This is an optimization exercise on Yosys and OpenROAD, whose aim is small area, not a production implementation. Function was checked by simulation only, so behaviour that the tests miss may differ from the original. Power figures rest on the tool's default switching activity, not on a simulated workload.

== lane 1 ==
==> flow/design.v (excerpt) <==
module Decode_Queue(
  input         clock,
  input         reset,
  input         io_clk,
  input         io_reset,
  input  [95:0] io_decoded_insn1,
  input  [95:0] io_decoded_insn2,
  input         io_wr_en1,
  input         io_wr_en2,
  input  [1:0]  io_pop_count,
  output [95:0] io_entry_out1,
  output [95:0] io_entry_out2,
  output        io_fifo_full,
  output        io_fifo_empty,
  output [3:0]  io_head_ptr,
  output [3:0]  io_tail_ptr,
  output [1:0]  io_out_count
);
Size in the first run: about 4,600 cells after synthesis, roughly 400 I/O pins, about 0.057 sq mm of cells after synthesis.
clock: 8.0 ns
lec_check: 0
cap_margin: 0
core_margin: 2
core_utilization: 75
setup_slack_margin: 0.2
slew_margin: 0
synth_hierarchical: 1
standard.sh (not shown) runs the stock make flow with config.mk's settings and CLKGATE_MAP_FILE= SYNTH_SCRIPT=/design/flow/synth_recipe.tcl, a recipe that flattens the netlist after the stock synthesis.
==> flow/flow/run.sh <==
#!/bin/bash
# Standard layout, with the smallest buffer on the ports and a clock tree
# without dummy loads, built from clkbuf_4 buffers over clusters of up to 9 sinks.
set -euo pipefail
CTS="-sink_clustering_enable -repair_clock_nets -dont_use_dummy_load -buf_list {sky130_fd_sc_hd__clkbuf_4} -sink_clustering_size 9 -sink_clustering_max_diameter 35"
bash standard.sh "BUFFER_PORTS_ARGS=-buffer_cell sky130_fd_sc_hd__buf_1" "CTS_ARGS=$CTS" finish > make_finish.log 2>&1
Lane 1 completed; timing, DRC and antenna clean
#### Input delta (lane 2 over lane 1)
Settings: swapping 75 for 85 in CORE_UTILIZATION; swapping 0 for 5 in CAP_MARGIN; swapping 0 for 5 in SLEW_MARGIN.
==> flow/flow/run.sh <==
#!/bin/bash
# Standard layout, with the smallest buffer on the ports and a clock tree
# without dummy loads, built from clkbuf_8 leaves over clusters of up to 16 sinks.
set -euo pipefail
CTS="-sink_clustering_enable -repair_clock_nets -dont_use_dummy_load -buf_list {sky130_fd_sc_hd__clkbuf_8} -sink_clustering_size 16 -sink_clustering_max_diameter 50"
bash standard.sh "BUFFER_PORTS_ARGS=-buffer_cell sky130_fd_sc_hd__buf_1" "CTS_ARGS=$CTS" finish > make_finish.log 2>&1
Results
From lane 2 to lane 1, number of nets with antenna violations after detailed routing did not move at all. Lane 1 and lane 2 ended up with roughly the same maximum frequency. Row setup slack: lane 2 higher / lane 1 lower. Reported for lane 1 and lane 2, count of clock tree sinks turned out identical to the last digit. Compared with lane 1, in lane 2 design area shows no meaningful change; power in combinational cells rose about 3%. The last element of the critical path comes out io_entry_out2[82] in one run and io_entry_out2[89] in the other, namely in lane 1 and lane 2 respectively.

---

Starting RTL as in the previous note.
export LEC_CHECK = 0
export CAP_MARGIN = 5
export CORE_MARGIN = 2
export CORE_UTILIZATION = 75
export SETUP_SLACK_MARGIN = 0.2
export SLEW_MARGIN = 5
export SYNTH_HIERARCHICAL = 1
create_clock -name core_clock -period 8.0 [get_ports {clock}]
==> flow/flow/run.sh <==
#!/bin/bash
# Standard layout, with the smallest buffer on the ports, a clock tree
# without dummy loads built from clkbuf_8 leaves over clusters of up to 16
# sinks, and downsizing of gates with positive slack after global routing.
set -euo pipefail
CTS="-sink_clustering_enable -repair_clock_nets -dont_use_dummy_load -buf_list {sky130_fd_sc_hd__clkbuf_8} -sink_clustering_size 16 -sink_clustering_max_diameter 50"
bash standard.sh "BUFFER_PORTS_ARGS=-buffer_cell sky130_fd_sc_hd__buf_1" "CTS_ARGS=$CTS" "RECOVER_POWER=100" finish > make_finish.log 2>&1
The baseline reached the layout checks and failed them: capacitance limit, slew limit.
Next try:
==> flow/flow/run.sh (replaced) <==
#!/bin/bash
# Standard layout, with the smallest buffer on the ports and a clock tree
# without dummy loads, built from clkbuf_8 leaves over clusters of up to 16 sinks.
set -euo pipefail
CTS="-sink_clustering_enable -repair_clock_nets -dont_use_dummy_load -buf_list {sky130_fd_sc_hd__clkbuf_8} -sink_clustering_size 16 -sink_clustering_max_diameter 50"
bash standard.sh "BUFFER_PORTS_ARGS=-buffer_cell sky130_fd_sc_hd__buf_1" "CTS_ARGS=$CTS" finish > make_finish.log 2>&1
The changed run completed without violations.
Design area is about the same.
Fmax is higher by 9.2%.
Count of clock-buffer cells in the layout does not change.
Via count stays flat.
First-iteration DRC count is lower by 1.6%.
Synthesized cell count is unchanged.
Sequential cell count stays the same.
Worst setup slack is better by 0.63 ns.
Total power is about the same.
Combinational power hardly moves.
Next try:
==> flow/flow/run.sh (replaced) <==
#!/bin/bash
# Standard layout, with the smallest buffer on the ports and a clock tree
# without dummy loads, built from clkbuf_4 buffers over clusters of up to 9 sinks.
set -euo pipefail
CTS="-sink_clustering_enable -repair_clock_nets -dont_use_dummy_load -buf_list {sky130_fd_sc_hd__clkbuf_4} -sink_clustering_size 9 -sink_clustering_max_diameter 35"
bash standard.sh "BUFFER_PORTS_ARGS=-buffer_cell sky130_fd_sc_hd__buf_1" "CTS_ARGS=$CTS" finish > make_finish.log 2>&1
- CORE_UTILIZATION: 75 -> 80
What happened: The new run went through all stages and came out clean. Maximum frequency drops by 2.0%. Design area stays flat. Core utilization climbs by 5.0 points. Non-clock buffer count drops by 3. Setup slack is worse by 0.14 ns.
Next try:
==> flow/flow/run.sh (replaced) <==
#!/bin/bash
# Standard layout, with the smallest buffer on the ports and a clock tree
# without dummy loads, built from clkbuf_8 leaves over clusters of up to 16 sinks.
set -euo pipefail
CTS="-sink_clustering_enable -repair_clock_nets -dont_use_dummy_load -buf_list {sky130_fd_sc_hd__clkbuf_8} -sink_clustering_size 16 -sink_clustering_max_diameter 50"
bash standard.sh "BUFFER_PORTS_ARGS=-buffer_cell sky130_fd_sc_hd__buf_1" "CTS_ARGS=$CTS" finish > make_finish.log 2>&1
- CAP_MARGIN: 5 -> 20
- CORE_UTILIZATION: 80 -> 70
- SLEW_MARGIN: 5 -> 20
Global-route usage went down by 6.4 points. Setup slack gets better by 0.25 ns. Utilization falls by 10 points. Hold slack stays flat. Sequential share of layout area came out lower by 0.36 points. Final area increases by about 0.7%.
Next try:
==> flow/flow/run.sh (replaced) <==
#!/bin/bash
# Standard layout, with the smallest buffer on the ports and a clock tree
# without dummy loads, built from clkbuf_4 buffers over clusters of up to 9 sinks.
set -euo pipefail
CTS="-sink_clustering_enable -repair_clock_nets -dont_use_dummy_load -buf_list {sky130_fd_sc_hd__clkbuf_4} -sink_clustering_size 9 -sink_clustering_max_diameter 35"
bash standard.sh "BUFFER_PORTS_ARGS=-buffer_cell sky130_fd_sc_hd__buf_1" "CTS_ARGS=$CTS" finish > make_finish.log 2>&1
- CAP_MARGIN: 20 -> 5
- CORE_UTILIZATION: 70 -> 75
- SLEW_MARGIN: 20 -> 5
What happened: The changed run went through all stages and came out clean; count of clock-buffer cells in the layout grows by 74; maximum frequency came out lower by 4.9%; combinational power rises by about 2%; cell area shrinks by about 0.6%; total power drops by 1.0%; synthesized area is unchanged; core utilization rises by 5.2 points; setup slack is worse by 0.34 ns; sequential share of layout area went up by 0.33 points; routed wire length decreases by 1.3%; worst hold slack is about the same.

---

The RTL this note starts from:
==> flow/design.v <==
module Decode_Queue(
  input         clock,
  input         reset,
  input         io_clk,
  input         io_reset,
  input  [95:0] io_decoded_insn1,
  input  [95:0] io_decoded_insn2,
  input         io_wr_en1,
  input         io_wr_en2,
  input  [1:0]  io_pop_count,
  output [95:0] io_entry_out1,
  output [95:0] io_entry_out2,
  output        io_fifo_full,
  output        io_fifo_empty,
  output [3:0]  io_head_ptr,
  output [3:0]  io_tail_ptr,
  output [1:0]  io_out_count
);
  reg [15:0] vld;
  reg [3:0]  head;
  reg [3:0]  tail;
  reg [4:0]  count;
  wire full  = count[4];
  wire empty = count == 5'h0;
  wire pop   = (io_pop_count != 2'h0) & ~empty;
  wire wr    = (io_wr_en1 | io_wr_en2) & ~full;
  wire [95:0] wdata;
  genvar i, j;
  generate
    for (j = 0; j < 96; j = j + 1) begin : g_wd
      dq_ao22 u_wd (.a1(io_decoded_insn2[j]), .a2(io_wr_en2),
                    .b1(io_decoded_insn1[j]), .b2(~io_wr_en2), .y(wdata[j]));
    end
  endgenerate
  wire [95:0] fifo [0:15];
  generate
    for (i = 0; i < 16; i = i + 1) begin : g_ent
      wire we  = wr & (tail == i);
      dq_entry u_ent (.clock(clock), .we(we), .nwe(~we), .d(wdata), .q(fifo[i]));
    end
  endgenerate
  always @(posedge clock) begin
    if (reset)
      vld <= 16'h0;
    else if (wr)
      vld <= vld | (16'h1 << tail);
  end
  wire [15:0] hsel = (16'h1 << head) & vld & {16{pop}};
  wire        p2   = io_pop_count == 2'h2;
  generate
    for (j = 0; j < 96; j = j + 1) begin : g_rd
      wire [5:0] t;
      wire       a;
      dq_aoi222 u_t0 (.a1(hsel[0]),  .a2(fifo[0][j]),  .b1(hsel[1]),  .b2(fifo[1][j]),
                      .c1(hsel[2]),  .c2(fifo[2][j]),  .y(t[0]));
      dq_aoi222 u_t1 (.a1(hsel[3]),  .a2(fifo[3][j]),  .b1(hsel[4]),  .b2(fifo[4][j]),
                      .c1(hsel[5]),  .c2(fifo[5][j]),  .y(t[1]));
      dq_aoi222 u_t2 (.a1(hsel[6]),  .a2(fifo[6][j]),  .b1(hsel[7]),  .b2(fifo[7][j]),
                      .c1(hsel[8]),  .c2(fifo[8][j]),  .y(t[2]));
      dq_aoi222 u_t3 (.a1(hsel[9]),  .a2(fifo[9][j]),  .b1(hsel[10]), .b2(fifo[10][j]),
                      .c1(hsel[11]), .c2(fifo[11][j]), .y(t[3]));
      dq_aoi222 u_t4 (.a1(hsel[12]), .a2(fifo[12][j]), .b1(hsel[13]), .b2(fifo[13][j]),
                      .c1(hsel[14]), .c2(fifo[14][j]), .y(t[4]));
      dq_nand2  u_t5 (.a(hsel[15]), .b(fifo[15][j]), .y(t[5]));
      dq_and3   u_a  (.a(t[0]), .b(t[1]), .c(t[2]), .y(a));
      dq_nand4  u_o1 (.a(a), .b(t[3]), .c(t[4]), .d(t[5]), .y(io_entry_out1[j]));
      dq_and2   u_o2 (.a(io_entry_out1[j]), .b(p2), .y(io_entry_out2[j]));
    end
  endgenerate
  assign io_fifo_full  = full;
  assign io_fifo_empty = empty;
  assign io_head_ptr   = head;
  assign io_tail_ptr   = tail;
  assign io_out_count  = (count[4:2] != 3'h0) ? io_pop_count :
                         ({3'h0, io_pop_count} > count) ? count[1:0] : io_pop_count;
  always @(posedge clock) begin
    if (reset) begin
      head  <= 4'h0;
      tail  <= 4'h0;
      count <= 5'h0;
    end else begin
      if (pop)
        head <= head + 4'h1;
      else if (io_reset)
        head <= 4'h0;
      if (wr)
        tail <= tail + 4'h1;
      else if (io_reset)
        tail <= 4'h0;
      if (pop)
        count <= count - 5'h1;
      else if (wr)
        count <= count + 5'h1;
      else if (io_reset)
        count <= 5'h0;
    end
  end
endmodule
module dq_entry(
  input         clock,
  input         we,
  input         nwe,
  input  [95:0] d,
  output [95:0] q
);
  reg [95:0] r;
  always @(posedge clock)
    r <= (r & {96{nwe}}) | (d & {96{we}});
  assign q = r;
endmodule
module dq_ao22(input a1, input a2, input b1, input b2, output y);
  assign y = (a1 & a2) | (b1 & b2);
endmodule
module dq_aoi222(input a1, input a2, input b1, input b2, input c1, input c2, output y);
  assign y = ~((a1 & a2) | (b1 & b2) | (c1 & c2));
endmodule
module dq_nand2(input a, input b, output y);
  assign y = ~(a & b);
endmodule
module dq_and2(input a, input b, output y);
  assign y = a & b;
endmodule
module dq_and3(input a, input b, input c, output y);
  assign y = a & b & c;
endmodule
module dq_nand4(input a, input b, input c, input d, output y);
  assign y = ~(a & b & c & d);
endmodule
==> flow/config.mk <==
export PLATFORM = sky130hd
export DESIGN_NAME = Decode_Queue
export DESIGN_NICKNAME = Decode_Queue
export VERILOG_FILES = /design/flow/design.v
export SDC_FILE = /design/flow/constraint.sdc
export NUM_CORES = 4
export LEC_CHECK = 0
export CAP_MARGIN = 20
export CORE_MARGIN = 2
export CORE_UTILIZATION = 60
export CTS_BUF_LIST = sky130_fd_sc_hd__clkbuf_4 sky130_fd_sc_hd__clkbuf_8
export SETUP_SLACK_MARGIN = 0.2
export SLEW_MARGIN = 20
export SYNTH_HIERARCHICAL = 1
==> flow/constraint.sdc <==
create_clock -name core_clock -period 8.0 [get_ports {clock}]
set_input_delay 1.6000 -clock core_clock [delete_from_list [all_inputs] [get_ports {clock}]]
set_output_delay 1.6000 -clock core_clock [all_outputs]
set_load 0.01 [all_outputs]
run.sh (not shown) runs the stock make flow with config.mk's settings and CLKGATE_MAP_FILE= SYNTH_SCRIPT=/design/flow/synth_recipe.tcl, a recipe that flattens the netlist after the stock synthesis.
Stock flow here: none of the scripts above is used.
Rerun with:
==> flow/flow/run.sh (new file) <==
#!/bin/bash
# Standard layout, with the smallest buffer on the ports and a clock tree
# without dummy loads, built from clkbuf_8 leaves over clusters of up to 16 sinks.
set -euo pipefail
CTS="-sink_clustering_enable -repair_clock_nets -dont_use_dummy_load -buf_list {sky130_fd_sc_hd__clkbuf_8} -sink_clustering_size 16 -sink_clustering_max_diameter 50"
bash standard.sh "BUFFER_PORTS_ARGS=-buffer_cell sky130_fd_sc_hd__buf_1" "CTS_ARGS=$CTS" finish > make_finish.log 2>&1
==> flow/standard.sh (new file) <==
#!/bin/bash
# synth_recipe.tcl (not shown) runs the flow's synth.tcl, then flattens the netlist and writes it again
# the make line also repeats each setting of config.mk as NAME=value (left out here)
make -C /OpenROAD-flow-scripts/flow DESIGN_CONFIG=/design/flow/config.mk WORK_HOME=/design/flow/orfs CLKGATE_MAP_FILE= SYNTH_SCRIPT=/design/flow/synth_recipe.tcl "${@:-finish}"
- CORE_UTILIZATION: 60 -> 70
- CTS_BUF_LIST: sky130_fd_sc_hd__clkbuf_4 sky130_fd_sc_hd__clkbuf_8 -> not set
removed: flow/run.sh
The new run completed without violations.
Clock-buffer cell count came out lower by 244.
Via count came out lower by about 1.5%.
Utilization came out higher by 3.8 points.
Maximum frequency came out higher by 7.9%.
Wire length came out lower by about 6%.
Worst hold slack improved by 0.0032 ns.
Cell area came out lower by 9.5%.
Flip-flop and latch count stays the same.
Combinational power came out lower by about 7%.
Synthesized cell count stays the same.

[afterwards: timing with drivers on the ports]
Ports are ideal in the flow. The routed layouts listed here were re-timed in OpenROAD. Step 1, drivers: a clkbuf_16 drives clock and a buf_2 each remaining input, both assumed. Step 2, shift: input delay + t, output delay - t, t = (earliest + latest rising clock arrival at the registers) / 2. This alone moves slack from input paths to output paths. Three values: no drivers, after step 1, after step 2; two values: the first two.
run	t (ns)	slack for setup (ns)	worst setup path after step 2	latest minus earliest clock arrival (ns)	pins driven straight from the clock port
lane 1	1.127	0.975 / 0.904 / 1.223	input to output	0.154 / 0.153	1
lane 2	0.853	0.991 / 0.920 / 1.042	input to output	0.092 / 0.092	1
the first run of note 2	0.835	0.577 / 0.608 / -0.226	input to register	0.057 / 0.057	1
the second run of note 2	0.838	1.203 / 1.180 / 1.180	input to output	0.056 / 0.056	1
the third run of note 2	1.122	1.064 / 0.995 / 1.217	input to output	0.132 / 0.131	1
the fourth run of note 2	0.878	1.319 / 1.289 / 1.289	input to output	0.074 / 0.074	1
the fifth run of note 2	1.127	0.975 / 0.904 / 1.223	input to output	0.154 / 0.153	1
the first run of note 3	0.969	1.030 / 1.007 / 1.007	input to output	0.038 / 0.038	1
the second run of note 3	0.867	1.538 / 1.517 / 1.517	input to output	0.078 / 0.079	1
The setup slack of the first run of note 2, which loses most, moves by +0.031 ns with the drivers and by -0.803 ns with both steps.
